This is an optimization exercise on Yosys and OpenROAD, whose aim is small area, not a production implementation. No run shown here included a check of the RTL's function; only the layout flow was run. In every run shown here, the design's own scripts or RTL, not TritonCTS, make the clock network. The clock port is modelled as an ideal driver, which makes a skipped or thinned clock tree look cheaper than it is; a real chip needs a root buffer or a tree. Power is estimated from default activity; no workload was simulated.

<file path="design/flow/config.mk">
export PLATFORM = sky130hd
export DESIGN_NAME = pcie_cq_engine_64_dword
export DESIGN_NICKNAME = pcie_cq_engine_64_dword
export VERILOG_FILES = /design/flow/design.v
export SDC_FILE = /design/flow/constraint.sdc
export NUM_CORES = 4
export LEC_CHECK = 0
export CAP_MARGIN = 20
export CORE_MARGIN = 2
export CORE_UTILIZATION = 40
export SLEW_MARGIN = 20
</file>
<file path="design/flow/constraint.sdc">
create_clock -name core_clock -period 4.0 [get_ports {CLK}]
set_input_delay 0.8000 -clock core_clock [delete_from_list [all_inputs] [get_ports {CLK}]]
set_output_delay 0.8000 -clock core_clock [all_outputs]
set_load 0.01 [all_outputs]
</file>
<file path="design/flow/design.v">
`timescale 1ns / 1ps
module pcie_cq_engine_64_dword(
  input                               CLK                   ,
  input                               RST_N                 ,
  input      [64-1:0]   M_AXIS_CQ_TDATA       ,
  input                               M_AXIS_CQ_TLAST       ,
  input                               M_AXIS_CQ_TVALID      ,
  input  [88-1:0]   M_AXIS_CQ_TUSER       ,
  input      [64 / 32-1:0]   M_AXIS_CQ_TKEEP       ,
  output                              M_AXIS_CQ_TREADY      ,
  input                       [5:0]   PCIE_CQ_NP_REQ_COUNT  ,
  output                              PCIE_CQ_NO_REQ        ,
  input                               MEM_WR_BUSY           ,
  output     [64-1:0]   MEM_WR_DATA           ,
  output     [32-1:0]   MEM_WR_ADDR           ,
  output     [64 / 8-1:0]   MEM_WR_KEEP           ,
  output                              MEM_WR_VALD           ,
  output                              MEM_WR_ERRO           ,
  output                              MEM_WR_LAST           ,
  output                    [7:0]     st_test
);
reg   [1:0]   st        ;
reg   [63:0]  rData     ;
reg   [7:0]   rKeep     ;
reg           rVald     ;
reg           rBusy0    ;    
reg   [30:0]  rAddr     ;    
reg   [10:0]  rLeftN    ;    
wire beat  = M_AXIS_CQ_TVALID ;
wire sIdle = ~st[1] & ~st[0]  ;
wire sHdr  =  st[1] & ~st[0]  ;
wire sPay  =  st[1] &  st[0]  ;
wire sWait = ~st[1] &  st[0]  ;
wire hdrOk = (M_AXIS_CQ_TDATA[14:11] == 4'b0001) && (M_AXIS_CQ_TDATA[10:0] != 11'd0) ;
wire lastBeat = beat & M_AXIS_CQ_TLAST ;
wire fall  = rLeftN[9] & ~rBusy0 ;
always @(posedge CLK) begin
  if ( !RST_N )
    st <= 2'b00 ;
  else if ( sIdle )
    st <= (beat && M_AXIS_CQ_TUSER[40]) ? 2'b10 : 2'b00 ;
  else if ( sHdr )
    st <= beat ? (hdrOk ? 2'b11 : 2'b00) : 2'b10 ;
  else if ( sPay )
    st <= lastBeat ? 2'b01 : 2'b11 ;
  else
    st <= fall ? 2'b00 : 2'b01 ;
end
always @(posedge CLK) begin
  rVald <= RST_N & sPay & beat ;
end
always @(posedge CLK) begin
  rData  <= M_AXIS_CQ_TDATA        ;
  rKeep  <= M_AXIS_CQ_TUSER[15:8]  ;
  rBusy0 <= MEM_WR_BUSY            ;
end
wire        left2 = ~&rLeftN[10:1] ;
wire        inc2  = rVald & left2 ;
wire        inc1  = rVald & ~left2 & ~rLeftN[0] ;
wire [30:1] ac ;
genvar i ;
assign ac[1] = inc2 | (inc1 & rAddr[0]) ;
assign ac[2] = ac[1] & rAddr[1] ;
assign ac[3] = ac[2] & rAddr[2] ;
assign ac[4] = ac[3] & rAddr[3] ;
assign ac[5] = ac[4] & rAddr[4] ;
assign ac[6] = ac[5] & rAddr[5] ;
assign ac[7] = ac[6] & rAddr[6] ;
assign ac[8] = ac[7] & rAddr[7] ;
assign ac[9] = ac[8] & rAddr[8] ;
assign ac[10] = ac[9] & rAddr[9] ;
assign ac[11] = ac[10] & rAddr[10] ;
assign ac[12] = ac[11] & rAddr[11] ;
assign ac[13] = ac[12] & rAddr[12] ;
assign ac[14] = ac[13] & rAddr[13] ;
assign ac[15] = ac[14] & rAddr[14] ;
assign ac[16] = ac[1] & (&rAddr[15:1]) ;
assign ac[17] = ac[16] & rAddr[16] ;
assign ac[18] = ac[17] & rAddr[17] ;
assign ac[19] = ac[18] & rAddr[18] ;
assign ac[20] = ac[19] & rAddr[19] ;
assign ac[21] = ac[20] & rAddr[20] ;
assign ac[22] = ac[21] & rAddr[21] ;
assign ac[23] = ac[22] & rAddr[22] ;
assign ac[24] = ac[23] & rAddr[23] ;
assign ac[25] = ac[24] & rAddr[24] ;
assign ac[26] = ac[25] & rAddr[25] ;
assign ac[27] = ac[26] & rAddr[26] ;
assign ac[28] = ac[27] & rAddr[27] ;
assign ac[29] = ac[28] & rAddr[28] ;
assign ac[30] = ac[29] & rAddr[29] ;
wire [10:1] lb ;
assign lb[1] = inc2 ;
generate for (i = 2; i <= 10; i = i + 1) begin : g_lb
  assign lb[i] = lb[i-1] & rLeftN[i-1] ;
end endgenerate
always @(posedge CLK) begin
  if ( !st[1] )                       
    rAddr <= {1'b0, M_AXIS_CQ_TDATA[31:2]} ;
  else
    rAddr <= {rAddr[30:1] ^ ac, rAddr[0] ^ inc1} ;
end
always @(posedge CLK) begin
  if ( !st[0] )                       
    rLeftN <= ~M_AXIS_CQ_TDATA[10:0] ;
  else begin
    rLeftN[8:0] <= {rLeftN[8:1] ^ lb[8:1], rLeftN[0] | inc1} ;
    rLeftN[10]  <= lastBeat ? M_AXIS_CQ_TUSER[41] : rLeftN[10] ^ lb[10] ;
    rLeftN[9]   <= (lastBeat | ~st[1]) ? rBusy0 : rLeftN[9] ^ lb[9] ;
  end
end
assign M_AXIS_CQ_TREADY = 1'b1 ;
assign PCIE_CQ_NO_REQ   = 1'b0 ;
assign st_test          = {6'd0, st} ;
assign MEM_WR_DATA      = rData ;
assign MEM_WR_ADDR      = {1'b0, rAddr} ;
assign MEM_WR_KEEP      = rKeep ;
assign MEM_WR_VALD      = rVald ;
assign MEM_WR_LAST      = ~st[1] ;
assign MEM_WR_ERRO      = ~st[1] & rLeftN[10] ;
endmodule
</file>
<file path="design/flow/flow/run.sh">
#!/bin/bash
# ORFS layout (the standard.sh) with these changes:
#  - synthesis: the standard flow's synthesis script unchanged, except that ABC maps the
#    combinational logic with its area mapper (flow/abc_area_map.script);
#  - 1-unit port buffers;
#  - tie cells kept as synthesised (one per value);
#  - a hand-built clock tree (flow/manual_cts.tcl) instead of TritonCTS.
# All tool output goes to standard_flow.log here (and ORFS's per-step logs
# under orfs/logs).
set -euo pipefail
here=$(pwd)

cat > "$here/own_synth.tcl" <<EOT
# synth_recipe.tcl with ABC's -script argument replaced
proc abc {args} {
  set i [lsearch -exact \$args -script]
  if {\$i >= 0} { set args [lreplace \$args [expr {\$i + 1}] [expr {\$i + 1}] $here/flow/abc_area_map.script] }
  yosys abc {*}\$args
}
source $here/synth_recipe.tcl
EOT
sed "s#SYNTH_SCRIPT=[^ ]*#SYNTH_SCRIPT=$here/own_synth.tcl#" standard.sh > "$here/own_standard.sh"
grep -q "SYNTH_SCRIPT=$here/own_synth.tcl" "$here/own_standard.sh"

export BUFFER_PORTS_ARGS="-buffer_cell sky130_fd_sc_hd__buf_1"
export SKIP_REPAIR_TIE_FANOUT=1
export PRE_CTS_TCL=$here/flow/pre_cts.tcl
export MCTS_ROOT=
export MCTS_LEAF=sky130_fd_sc_hd__clkbuf_16
export MCTS_NLEAF=4
bash "$here/own_standard.sh" finish > "$here/standard_flow.log" 2>&1
</file>
<file path="design/flow/flow/abc_area_map.script">
strash
dch -f
amap
topo
stime -c
</file>
<file path="design/flow/flow/manual_cts.tcl">
# Clock tree built by hand: the clock port drives one root buffer, which drives
# NLEAF leaf buffers; the flip-flops are split into NLEAF equal groups by
# recursive bisection of their placement, each group driven by one leaf buffer
# at its centre.
proc mcts_split {items nparts} {
  # items: list of {x y iterm}; returns list of nparts groups
  if {$nparts <= 1} { return [list $items] }
  set xs [lmap p $items {lindex $p 0}]; set ys [lmap p $items {lindex $p 1}]
  set dx [expr {[tcl::mathfunc::max {*}$xs] - [tcl::mathfunc::min {*}$xs]}]
  set dy [expr {[tcl::mathfunc::max {*}$ys] - [tcl::mathfunc::min {*}$ys]}]
  set idx [expr {$dx >= $dy ? 0 : 1}]
  set sorted [lsort -integer -index $idx $items]
  set n1 [expr {$nparts / 2}]
  set cut [expr {int(round([llength $sorted] * double($n1) / $nparts))}]
  return [concat [mcts_split [lrange $sorted 0 [expr {$cut-1}]] $n1] \
                 [mcts_split [lrange $sorted $cut end] [expr {$nparts - $n1}]]]
}

proc mcts_build {root_master leaf_master nleaf} {
  set db [ord::get_db]
  set block [ord::get_db_block]
  set clk [$block findNet CLK]
  set items {}
  foreach it [$clk getITerms] {
    set b [[$it getInst] getBBox]
    lappend items [list [expr {([$b xMin]+[$b xMax])/2}] [expr {([$b yMin]+[$b yMax])/2}] $it]
  }
  set groups [mcts_split $items $nleaf]
  set lm [$db findMaster $leaf_master]
  set centres {}
  set k 0
  foreach g $groups {
    set sx 0; set sy 0
    foreach p $g { set sx [expr {$sx + [lindex $p 0]}]; set sy [expr {$sy + [lindex $p 1]}] }
    set cx [expr {int($sx / [llength $g])}]; set cy [expr {int($sy / [llength $g])}]
    lappend centres [list $cx $cy]
    set lnet [odb::dbNet_create $block clknet_leaf_$k]
    $lnet setSigType CLOCK
    set linst [odb::dbInst_create $block $lm clkbuf_leaf_$k]
    [$linst findITerm X] connect $lnet
    $linst setLocation $cx $cy
    $linst setPlacementStatus PLACED
    foreach p $g { set it [lindex $p 2]; $it disconnect; $it connect $lnet }
    lappend leaves $linst
    incr k
  }
  if {$root_master ne ""} {
    set rnet [odb::dbNet_create $block clknet_root]
    $rnet setSigType CLOCK
    set rinst [odb::dbInst_create $block [$db findMaster $root_master] clkbuf_root]
    [$rinst findITerm A] connect $clk
    [$rinst findITerm X] connect $rnet
    set sx 0; set sy 0
    foreach c $centres { set sx [expr {$sx + [lindex $c 0]}]; set sy [expr {$sy + [lindex $c 1]}] }
    $rinst setLocation [expr {int($sx / $nleaf)}] [expr {int($sy / $nleaf)}]
    $rinst setPlacementStatus PLACED
    set drv $rnet
  } else { set drv $clk }
  foreach l $leaves { [$l findITerm A] connect $drv }
  set_propagated_clock [all_clocks]
  puts "manual clock tree: root $root_master, $nleaf x $leaf_master, groups [lmap g $groups {llength $g}]"
}
</file>
<file path="design/flow/flow/pre_cts.tcl">
# Replace TritonCTS with a small hand-built clock tree (see manual_cts.tcl).
source [file join [file dirname [info script]] manual_cts.tcl]
rename clock_tree_synthesis tritoncts_unused
proc clock_tree_synthesis {args} {
  mcts_build $::env(MCTS_ROOT) $::env(MCTS_LEAF) $::env(MCTS_NLEAF)
}
</file>
<file path="design/flow/standard.sh">
#!/bin/bash
# synth_recipe.tcl (not shown) runs the flow's synth.tcl, then flattens the netlist and writes it again
# the make line also repeats each setting of config.mk as NAME=value (left out here)
make -C /OpenROAD-flow-scripts/flow DESIGN_CONFIG=/design/flow/config.mk WORK_HOME=/design/flow/orfs CLKGATE_MAP_FILE= SYNTH_SCRIPT=/design/flow/synth_recipe.tcl "${@:-finish}"
</file>
==> results of run 1 <==
==> synthesized netlist by cell type, drive strengths merged <==
master / n
clkinv: 8
nor4: 5
buf: 9
dfxtp: 118
nand4b: 1
a211oi: 1
or4: 1
o22a: 28
o22ai: 2
nand2: 5
o21ai: 6
nand4: 6
a221oi: 1
a21oi: 11
ha: 38
nor3: 2
nor2b: 2
nor2: 17
o31ai: 1
a31oi: 2
and3: 1
conb: 2
==> layout make-up <==
cell class | instances | area, um^2
tap | 108 | 135
buffer | 4 | 100
multi-input combinational | 132 | 1380
fill | 774 | 3840
timing repair buffer | 197 | 785
inverter | 8 | 31.3
sequential | 118 | 2370
==> where the power goes <==
part / internal [mW] / switching, mW
sequential: 1.26 / 0.0545
clock: 0.186 / 0.283
combinational: 0.101 / 0.129
==> through the flow <==
step                std cells  area [um^2]  util (%)  worst slack, ns  TNS, ns
floorplan                 267         3520         -            0.152        0
global placement          563         4370      50.6           -0.209   -0.738
detailed placement        563         4370      50.6           -0.262   -0.928
CTS                       567         4710      54.5          0.00997        0
global route              567         4800      55.5          -0.0129  -0.0180
finish                    567         4800      55.5            0.151        0
==> logic make-up (layout without fill, tap and decap cells) <==
| family | count (synthesis) | in the layout | share of synthesized area, % |
|---|---|---|---|
| DFF | 118 | 118 | 67.1 |
| and+or+nand+nor | 40 | 40 | 5.58 |
| other | 2 | 2 | 0.213 |
| AOI/OAI and AO/OA | 52 | 52 | 10.8 |
| buffers and inverters | 17 | 209 | 2.77 |
| adders and majority gates | 38 | 38 | 13.5 |
==> repair_timing <==
action	in CTS	in global routing
setup endpoints to repair	6	6
pin swaps	11	11
setup buffers	1	0
resized for setup	53	13
==> flip-flops by register name (all words and copies together) (netlist names) <==
name,cells
rData,64
st,2
rKeep,8
rBusy0,1
rLeftN,11
rVald,1
rAddr,31
==> path summary, 6_finish.rpt <==
kind | slack [ns] | to | cells after the start
min | 0.49 | rAddr[30] | 1
min reg2reg | 0.49 | rAddr[30] | 1
max reg2reg | 0.15 | rAddr[14] | 24
max | 0.15 | rAddr[14] | 24
==> per-layer routing <==
layer / GRT usage, % / vias up / wire length [um]
met2: 29.3 / 104 / 4160
li1: - / 1335 / -
met4: 2.35 / 0 / 132
met5: 0 / - / 0
met3: 2.65 / 8 / 599
met1: 18.9 / 1194 / 3240
==> metrics.md, run 1 <==
| Metric | Value |
|---|---|
| Maximum Capacitance Violations | `0` |
| Critical path buffer and inverter count | `3` |
| Sequential share of the synthesized area | `approximately two thirds` |
| Cell row count | `34` |
| Min-delay worst type | `flip-flop to flip-flop` |
| HP Start | `rAddr[30]` |
| Nets | `664` |
| WL/cell | `around 14 um` |
| Largest area contributor in the netlist | `dfxtp_1` |
| Clock period minus worst slack | `around 3.8 ns` |
| Core area | `approximately 8600 um^2` |
| Status | `timing/DRC/antenna clean` |
| Worst-path cell chain | `nand4_1 > nor4_2 > buf_4 > buf_6 > nand2_1 > nor2_1 > ha_2 > nor2_4 > clkinv_2 > ha_4 > ha_4 > ha_4 > ha_4 > ha_4 > ha_4 > ha_4 > ha_4 > ha_2 > ha_2 > ha_2 > ha_2 > ha_2 > ha_2 > o22a_1` |
| Remaining DRCs | `0` |
| Power per standard cell area | `roughly 420 nW/um^2` |
| Syn Inst Count | `267` |
| Critical Path Source | `rLeftN[8]` |
| IO Port Bufs | `about 190` |
| Worst vdd ir | `0.273 mV` |
| Die X | `slightly below 100 um` |
| Average size of a mapped cell | `13.2 um^2` |
| Vias in the first global route | `between 2000 and 3000` |
| Proportion of layout cells with a drive suffix above 1 | `a little under an eighth` |
| Antenna Cells | `0` |
| Final Skew | `about 0.0069 ns` |
| Routability Congestion | `about 0.74` |
| Detail Placement HPWL | `5920 um` |
| Reg-to-reg critical path startpoint | `rLeftN[8]` |
| Slew margin rel. | `between 40% and 50%` |
| Top delay family on crit path | `adder cells` |
| 1st-iter DRT viols | `35` |
| CP most frequent cell | `ha_4` |
| Total Routing Usage GR | `15.5%` |
| CP max stage cell | `dfxtp_2` |
| Syn Nets | `470` |
| Layout overhead on the synthesized area | `36.3%` |
| Share of the synthesized area in the top cell type | `around two thirds` |
| Arrival @ worst endpoint | `3.92 ns` |
| Post-synth cell types | `22` |
| Overall Power | `roughly 2 mW` |
| Synthesized cell area | `~3500 um^2` |
| Die Span Y | `roughly 98 um` |
| Period utilisation layout | `a little over nine tenths` |
| Critical path endpoint category | `flip-flop` |
| Ports | `approximately 280` |
| Ranking of synthesized cells by area | `dfxtp_1 (67%), ha_1 (14%), o22a_1 (7.0%)` |
| Worst Setup Path Type | `flip-flop to flip-flop` |
| Grt ovf | `0` |
| Worst endpoint required time | `~4 ns` |
| LEAKAGE | `between 1.5 and 2 nW` |
| Skew-Pair Late Insertion Delay | `0.17 ns` |
| Routed via count | `approximately 2600` |
| Number of max-slew violations in the final report | `0` |
| Initial antenna violation count | `0` |
| Crit-path max FO | `2` |
| Commonest non-fill, non-tap cell in the layout | `buf_1` |
| Worst Max-Slew Pin Slew | `around 0.8 ns` |
| Worst Setup Start Kind | `flip-flop` |
| Global-route wire length before repair | `around 12000 um` |
| Max frequency | `260 MHz` |
| Hold Buf Count CTS | `0` |
| Routed WL | `between 8000 and 9000 um` |
| Endpoints failing setup | `0` |
| Flops & latches, synth | `roughly 120` |
| Clock Pin Slew Worst Setup and Hold Paths | `approximately 0.11 ns` |
| Most frequent cells in the layout | `buf_1 (186), dfxtp_1 (114), o22a_1 (28), ha_4 (21), nor2_1 (16)` |
| Pin count of the biggest net entering global routing | `40` |
| Via density | `between 4 and 5` |
| Crit path largest cell delay | `between 0.3 and 0.4 ns` |
| 1st-pass router iterations | `4` |
| WHS | `0.494 ns` |
| Synth warnings | `1` |
| Initial Utilization | `40.7%` |
| Post-route ant nets | `0` |
| Die area | `roughly 9600 um^2` |
| Final Hold Vio Count | `0` |
==> inputs of run 2 (changes only) <==
--- a/design/flow/design.v
+++ b/design/flow/design.v
@@ -69,17 +69,17 @@
 assign ac[8] = ac[7] & rAddr[7] ;
 assign ac[9] = ac[8] & rAddr[8] ;
 assign ac[10] = ac[9] & rAddr[9] ;
-assign ac[11] = ac[10] & rAddr[10] ;
+assign ac[11] = ac[1] & (&rAddr[10:1]) ;
 assign ac[12] = ac[11] & rAddr[11] ;
 assign ac[13] = ac[12] & rAddr[12] ;
 assign ac[14] = ac[13] & rAddr[13] ;
 assign ac[15] = ac[14] & rAddr[14] ;
-assign ac[16] = ac[1] & (&rAddr[15:1]) ;
+assign ac[16] = ac[15] & rAddr[15] ;
 assign ac[17] = ac[16] & rAddr[16] ;
 assign ac[18] = ac[17] & rAddr[17] ;
 assign ac[19] = ac[18] & rAddr[18] ;
 assign ac[20] = ac[19] & rAddr[19] ;
-assign ac[21] = ac[20] & rAddr[20] ;
+assign ac[21] = ac[11] & (&rAddr[20:11]) ;
 assign ac[22] = ac[21] & rAddr[21] ;
 assign ac[23] = ac[22] & rAddr[22] ;
 assign ac[24] = ac[23] & rAddr[23] ;
==> metrics.md, run 2 <==
| Metric | Value |
|---|---|
| LEAKAGE | `1.79 nW` |
| WHS | `0.474 ns` |
| Max frequency | `between 200 and 300 MHz` |
| Setup TNS Final | `0 ns` |
| Endpoints failing setup | `0` |
| Status | `timing/DRC/antenna clean` |
| Slew margin rel. | `62.6%` |
| Pin count of the biggest net entering global routing | `between 40 and 50` |
| Synthesized cell area | `roughly 3500 um^2` |
| RSZ-0062 raised after global routing | `false` |
| Grt ovf | `0` |
| Hold Buf Count CTS | `0` |
| Maximum Capacitance Violations | `0` |
| Syn Inst Count | `between 200 and 300` |
| Syn Nets | `between 400 and 500` |
| Most frequent cells in the layout | `buf_1 (186), dfxtp_1 (118), ha_1 (37), o22a_1 (27), nor2_1 (17)` |
| Nets | `659` |
| Most numerous cell in the Yosys netlist | `dfxtp_1` |
| Skew-Pair Late Insertion Delay | `0.17 ns` |
| Clock period minus worst slack | `between 3 and 4 ns` |
| 1st-pass router iterations | `4` |
| Power per standard cell area | `448 nW/um^2` |
| Post-route ant nets | `0` |
| Crit-path max FO | `4` |
| Synth Flop Type | `dfxtp_1` |
| Core area | `8640 um^2` |
| Fin area | `roughly 4400 um^2` |
| Placement Cell Area | `4310 um^2` |
| 1st-iter DRT viols | `just over 50` |
| Layout overhead on the synthesized area | `25.6%` |
| Flops & latches, synth | `~120` |
| Die Span Y | `around 98 um` |
| Biggest registers after layout | `rData x64, rAddr x31, rLeftN x11` |
| Synth warnings | `1` |
| Setup bufs post-CTS | `0` |
| Critical path endpoint category | `flip-flop` |
| Period utilisation layout | `about nine tenths` |
| Arrival @ worst endpoint | `about 3.6 ns` |
| Remaining DRCs | `0` |
| WL/cell | `around 13 um` |
| Cell row count | `34` |
| Min-delay worst type | `flip-flop to flip-flop` |
| Sequential share of the synthesized area | `between 60% and 70%` |
| Via density | `between 4 and 5` |
| Routed via count | `2654` |
| Routability Congestion | `between 0.7 and 0.8` |
| Antenna Cells | `0` |
| Number of synthesized flops with an enable pin | `0` |
| Final Skew | `between 0.01 and 0.015 ns` |
| Initial antenna violation count | `0` |
| Die X | `slightly below 100 um` |
| Largest area contributor in the netlist | `dfxtp_1` |
| Initial Utilization | `40.9%` |
| Share of flip-flops with an asynchronous set or reset | `0%` |
| Final Hold Vio Count | `0` |
| Max reg flops | `64` |
| Post-synth cell types | `22` |
| Biggest register | `rData` |
| Share of the synthesized area in the top cell type | `about two thirds` |
| Average size of a mapped cell | `13.0 um^2` |
| Worst vdd ir | `0.235 mV` |
| Ranking of synthesized cells by area | `dfxtp_1 (67%), ha_1 (13%), o22a_1 (6.7%)` |
| Clock Pin Slew Worst Setup and Hold Paths | `between 0.1 and 0.15 ns` |
| Vias in the first global route | `2531` |
| Total Routing Usage GR | `~14%` |
| Worst Setup Path Type | `flip-flop to flip-flop` |
| Synth top cells by count | `dfxtp_1 (118), ha_1 (37), o22a_1 (27)` |
| Final core occ | `between 50% and 60%` |
| IO Port Bufs | `186` |
| Worst endpoint required time | `4.05 ns` |
| Global-route wire length before repair | `11800 um` |
| Routed WL | `7580 um` |
| Commonest non-fill, non-tap cell in the layout | `buf_1` |
| Worst Setup Start Kind | `flip-flop` |
| Proportion of layout cells with a drive suffix above 1 | `between 1.5 and 2%` |
| Ports | `roughly 280` |
| Die area | `9590 um^2` |
| Overall Power | `1.98 mW` |
| Worst Max-Slew Pin Slew | `0.560 ns` |
| Number of max-slew violations in the final report | `0` |
| Detail Placement HPWL | `just under 6000 um` |
[run 2: cell count changes in the layout (fill, tap and decap cells not counted), moves of 8 or more]
cell / previous run / this run
ha_4: 21 / 0
buf_4: 10 / 2
ha_2: 8 / 0
ha_1: 9 / 37
[run 2: metrics by stage]
step / setup WS (ns) / std cells
after floorplan: 0.821 / 272
after global placement: 0.314 / 559
after detailed placement: 0.282 / 559
after CTS: 0.246 / 563
after global routing: 0.0148 / 563
final: 0.473 / 563
[run 2: cells by family after synthesis]
kind of cell             Yosys count  share of synthesized area (%)
other                              2                          0.213
buffers and inverters             17                           2.77
AND/OR/NAND/NOR                   45                           6.17
AO/OA/AOI/OAI                     53                           10.8
adder cells (fa/ha/maj)           37                           13.1
flip-flops                       118                           67.0
[run 2: power by group]
part | leakage, nW | internal (mW) | total (mW) | switching [mW]
logic | 0.742 | 0.0883 | 0.216 | 0.127
clock network | 0.0493 | 0.186 | 0.471 | 0.286
registers | 0.994 | 1.26 | 1.30 | 0.0407
total | 1.79 | 1.53 | 1.98 | 0.454
[run 2: path summary, 6_finish.rpt]
path                            startpoint   endpoint  slack, ns  cells after the start
worst max-delay path            rLeftN[10]  rAddr[20]       0.47                     17
worst max register to register  rLeftN[10]  rAddr[20]       0.47                     17
worst min register to register   rAddr[30]  rAddr[30]       0.47                      1
worst min-delay path             rAddr[30]  rAddr[30]       0.47                      1
[run 2: per-layer routing]
layer  part of all wire, %  up-vias  wire (um)  GRT usage (%)
li1                      -     1329          -              -
met1                    43     1215       3250           18.3
met2                    48      107       3670           26.9
met3                   8.1        3        617           2.51
met4                  0.61        0         46          0.855
met5                     0        -          0              0
[run 2: area by class of cell]
cell class	instances	area, um^2
plain buffers	4	100
fillers	840	4210
inverters	8	30.0
multi-input cells	137	1090
flip-flops and latches	118	2360
well taps	108	135
repair buffers	188	713
[run 2: critical path: stages (launching register included)]
cell,delay (ns)
dfxtp_1,0.33
clkinv_1,0.14
nor4_4,0.37
nor2b_1,0.10
or2_0,0.28
nand4_1,0.20
clkinv_1,0.09
ha_1,0.19
ha_1,0.19
ha_1,0.18
ha_1,0.18
ha_1,0.18
ha_1,0.18
ha_1,0.18
ha_1,0.20
ha_1,0.19
o21ai_0,0.14
o21ai_0,0.08
[run 2: what timing repair did]
action	CTS	global route
endpoints found under the hold margin	0	0
setup endpoints to repair	0	2
resized for setup	0	3

## port drivers added, routing unchanged
How much do the figures lean on ideal ports? The routed layouts below were timed once more, with nothing changed but the port constraints.
Step 1 sets driving cells, clkbuf_16 on the clock port and buf_2 on the other inputs (assumed; they add their load-dependent delay and slew).
Step 2 moves the port delays by t, midway between the first and last clock arrival at a register: inputs arrive t later, outputs are due t later. That takes back most of the time a late clock gives input paths.
Slacks: no drivers / after step 1 / after step 2; pairs: no drivers / after step 1.
| run | shift t [ns] | setup slack, ns | latest minus earliest clock arrival (ns) | worst register clock-pin slew, ns | cell pins on the clock port's net |
|---|---|---|---|---|---|
| run 1 | 0.242 | 0.151 / 0.151 / 0.151 | 0.010 / 0.009 | 0.11 / 0.11 | 4 |
| run 2 | 0.245 | 0.473 / 0.473 / 0.473 | 0.015 / 0.015 | 0.11 / 0.11 | 4 |
After both steps setup and hold are still met in every run listed.
